From an optimization exercise on the open Yosys and OpenROAD flow, aimed at small area; shortcuts taken in it are not production practice.
RTL that was checked went through simulation tests only; none was proved equivalent to the original.
No driver is modelled on the clock port, so clock power and skew are understated where the tree is cut down; a real chip needs a root buffer or a tree.
Power and IR drop assume default switching activity.

Setup of v6:
// main
module main(
    input clk,
    input rst,        
    input [9:0] sw,   
    output reg [6:0] segmentos,
    output reg [7:0] anodos
);
Size in the first run: roughly 440 cells after synthesis, ~38 flip-flops, about 27 I/O pins, about 3000 µm² of cells after synthesis.
make LEC_CHECK=0 ABC_AREA=1 CAP_MARGIN=20 CORE_MARGIN=2 CORE_UTILIZATION=40 SLEW_MARGIN=20 finish   # period 10.0 ns
run.sh (not shown) runs the stock make flow with config.mk's settings and CLKGATE_MAP_FILE= SYNTH_SCRIPT=/design/flow/synth_recipe.tcl, a recipe that flattens the netlist after the stock synthesis.
Setup changes, v6 to v7
- CTS_CLUSTER_SIZE newly set to 50
- CTS_CLUSTER_DIAMETER newly set to 300
- CTS_BUF_LIST newly set to sky130_fd_sc_hd__clkbuf_8
Looking at total net switching power across both flows, v7 is the stronger of the two, with v6 trailing.
Comparing v7 against v6, there is no change at all in total negative setup slack.
Per the comparison of v7 with v6, combinational cell fraction of total power fell by 0.3 points; total routed wire length on the met1 layer grew by about 2.2%.

========
main, a different RTL version from the one above (not shown whole).
Size: ~270 cells after synthesis, ~27 I/O pins.
// main
module main(
    input clk,
    input rst,        
    input [9:0] sw,   
    output reg [6:0] segmentos,
    output reg [7:0] anodos
);
clock: 10.0 ns
lec_check: 0
cap_margin: 20
core_margin: 2
core_utilization: 70
place_density: 0.85
slew_margin: 20
standard.sh (not shown) runs the stock make flow with config.mk's settings and CLKGATE_MAP_FILE= SYNTH_SCRIPT=/design/flow/synth_recipe.tcl, a recipe that flattens the netlist after the stock synthesis.
==> flow/flow/run.sh <==
#!/bin/bash
# Own layout flow: the standard flow (standard.sh), with
#  - synthesis through flow/synth.tcl: the standard flow's synthesis script unchanged, except
#    that ABC maps the logic with an area-oriented script (flow/area.abc) and the
#    half/full-adder extraction is off (ADDER_MAP_FILE empty);
#  - the port buffers made from sky130_fd_sc_hd__buf_1;
#  - clock tree synthesis without dummy loads.
# Each tool's full output goes to the ORFS logs under orfs/logs, and make's
# output to flow_make.log in this folder.
set -euo pipefail
cd "$(dirname "$0")/.."
HERE=$(pwd)
bash standard.sh \
  "SYNTH_SCRIPT=$HERE/flow/synth.tcl" \
  "ADDER_MAP_FILE=" \
  "BUFFER_PORTS_ARGS=-buffer_cell sky130_fd_sc_hd__buf_1" \
  "CTS_ARGS=-sink_clustering_enable -repair_clock_nets -dont_use_dummy_load -sink_clustering_size 50 -sink_clustering_max_diameter 500 -buf_list sky130_fd_sc_hd__clkbuf_4" \
  finish > "$HERE/flow_make.log" 2>&1
==> flow/flow/area.abc <==
strash
dc2
&get -n
&dch -f
&nf -a -R 1000
&put
strash
&get -n
&dch -f
&nf -a -R 1000
&put
topo
==> flow/flow/synth.tcl <==
# The standard flow's synthesis script (synth_recipe.tcl in the work folder), with ABC's
# mapping script replaced by flow/area.abc. Registers are mapped before ABC
# runs, so they are the same as the standard synthesis's.
set own_abc_script [file join [file dirname [info script]] area.abc]
proc abc {args} {
  set i [lsearch -exact $args -script]
  if { $i >= 0 } {
    set args [lreplace $args $i [expr { $i + 1 }] -script $::own_abc_script]
  }
  yosys abc {*}$args
}
source [file join [file dirname [file dirname [info script]]] synth_recipe.tcl]
The first run produced a clean layout.
Next try:
--- a/flow/flow/run.sh
+++ b/flow/flow/run.sh
@@ -5,5 +5,7 @@
 #    half/full-adder extraction is off (ADDER_MAP_FILE empty);
 #  - the port buffers made from sky130_fd_sc_hd__buf_1;
-#  - clock tree synthesis without dummy loads.
+#  - in place of a clock tree, four clock buffers that the clock port drives,
+#    each driving the registers of one quarter of the layout (flow/clkbuf.tcl,
+#    run as the CTS step's PRE_CTS_TCL hook).
 # Each tool's full output goes to the ORFS logs under orfs/logs, and make's
 # output to flow_make.log in this folder.
@@ -15,4 +17,4 @@
   "ADDER_MAP_FILE=" \
   "BUFFER_PORTS_ARGS=-buffer_cell sky130_fd_sc_hd__buf_1" \
-  "CTS_ARGS=-sink_clustering_enable -repair_clock_nets -dont_use_dummy_load -sink_clustering_size 50 -sink_clustering_max_diameter 500 -buf_list sky130_fd_sc_hd__clkbuf_4" \
+  "PRE_CTS_TCL=$HERE/flow/clkbuf.tcl" \
   finish > "$HERE/flow_make.log" 2>&1
==> flow/flow/clkbuf.tcl (new file) <==
# Clock buffering in place of a clock tree: the registers are split into
# four groups by position (along x, then y), and the clock port
# drives one buffer per group, placed at the group's centre.
proc clock_tree_synthesis {args} {
  set cell sky130_fd_sc_hd__clkbuf_4
  set ngroups 4
  set block [ord::get_db_block]
  set clknet [$block findNet clk]
  set master [[ord::get_db] findMaster $cell]
  set sinks {}
  foreach it [$clknet getITerms] {
    set bb [[$it getInst] getBBox]
    lappend sinks [list $it [expr {([$bb xMin] + [$bb xMax]) / 2}] [expr {([$bb yMin] + [$bb yMax]) / 2}]]
  }
  # split into groups: halve along x, then along y, ...
  set groups [list $sinks]
  set axis 1
  while {[llength $groups] < $ngroups} {
    set next {}
    foreach g $groups {
      set s [lsort -integer -index $axis $g]
      set h [expr {[llength $s] / 2}]
      lappend next [lrange $s 0 [expr {$h - 1}]] [lrange $s $h end]
    }
    set groups $next
    set axis [expr {3 - $axis}]
  }
  set gi 0
  foreach g $groups {
    set inst [odb::dbInst_create $block $master clkbuf_g$gi]
    set net [odb::dbNet_create $block clk_g$gi]
    $net setSigType CLOCK
    set sx 0; set sy 0
    foreach s $g {
      set it [lindex $s 0]
      $it disconnect
      $it connect $net
      set sx [expr {$sx + [lindex $s 1]}]
      set sy [expr {$sy + [lindex $s 2]}]
    }
    set n [llength $g]
    [$inst findITerm A] connect $clknet
    [$inst findITerm X] connect $net
    $inst setLocation [expr {$sx / $n}] [expr {$sy / $n}]
    $inst setPlacementStatus PLACED
    puts "clock buffer clkbuf_g$gi ($cell) drives $n registers"
    incr gi
  }
  set_propagated_clock [all_clocks]
}
Worst setup slack gains 22 ps.
Sequential power is about the same.
Cell count goes down by about 0.3%.
Routed wire length is lower by about 3.4%.
Maximum frequency goes up by about 0.3%.
Clock skew decreases by 6.5 ps.
Synthesized cell count is unchanged.
Global-route usage falls by 2.2 points.
Next try:
--- a/flow/flow/run.sh
+++ b/flow/flow/run.sh
@@ -5,7 +5,5 @@
 #    half/full-adder extraction is off (ADDER_MAP_FILE empty);
 #  - the port buffers made from sky130_fd_sc_hd__buf_1;
-#  - in place of a clock tree, four clock buffers that the clock port drives,
-#    each driving the registers of one quarter of the layout (flow/clkbuf.tcl,
-#    run as the CTS step's PRE_CTS_TCL hook).
+#  - clock tree synthesis without dummy loads.
 # Each tool's full output goes to the ORFS logs under orfs/logs, and make's
 # output to flow_make.log in this folder.
@@ -17,4 +15,4 @@
   "ADDER_MAP_FILE=" \
   "BUFFER_PORTS_ARGS=-buffer_cell sky130_fd_sc_hd__buf_1" \
-  "PRE_CTS_TCL=$HERE/flow/clkbuf.tcl" \
+  "CTS_ARGS=-sink_clustering_enable -repair_clock_nets -dont_use_dummy_load -sink_clustering_size 50 -sink_clustering_max_diameter 500 -buf_list sky130_fd_sc_hd__clkbuf_8" \
   finish > "$HERE/flow_make.log" 2>&1
--- a/flow/config.mk
+++ b/flow/config.mk
@@ -8,5 +8,4 @@
 export CAP_MARGIN = 20
 export CORE_MARGIN = 2
-export CORE_UTILIZATION = 70
-export PLACE_DENSITY = 0.85
+export CORE_UTILIZATION = 40
 export SLEW_MARGIN = 20
removed: flow/flow/clkbuf.tcl
Cell area went up by 4.0%.
Total power went up by 16%.
Clock skew barely changes.
Worst hold slack improved by 3.8 ps.
Worst setup slack loses 96 ps.
Die area went up by 69%.
No functional check of the RTL was part of any run of this note. In the second run of this note the design's own scripts or RTL, not TritonCTS, make the clock network.

## port drivers added, routing unchanged
How much do the figures lean on ideal ports? The routed layouts below were timed once more, with nothing changed but the port constraints.
Step 1 sets driving cells, clkbuf_16 on the clock port and buf_2 on the other inputs (assumed; they add their load-dependent delay and slew).
Step 2 adds t to the input delays and takes it off the output delays; t is the mean of the earliest and latest rising clock arrival at the registers after step 1. Input paths then give back, and output paths get back, about the clock's delay inside the block.
Slacks: no drivers / after step 1 / after step 2; pairs: no drivers / after step 1.
| run | t (ns) | slack for setup (ns) | latest minus earliest clock arrival (ns) | pins driven straight from the clock port |
|---|---|---|---|---|
| v6 | 0.311 | 3.337 / 3.309 / 3.309 | 0.011 / 0.011 | 1 |
| v7 | 0.311 | 3.329 / 3.302 / 3.302 | 0.011 / 0.011 | 1 |
| the first run of note 2 | 0.356 | 2.981 / 2.949 / 2.949 | 0.022 / 0.022 | 1 |
| the second run of note 2 | 0.198 | 3.002 / 2.969 / 2.969 | 0.016 / 0.016 | 4 |
| the third run of note 2 | 0.309 | 2.906 / 2.886 / 2.886 | 0.018 / 0.019 | 1 |
After both steps setup and hold are still met in every run listed. The setup slack of the second run of note 2, which loses most, moves by -0.033 ns with the drivers and by -0.033 ns with both steps.
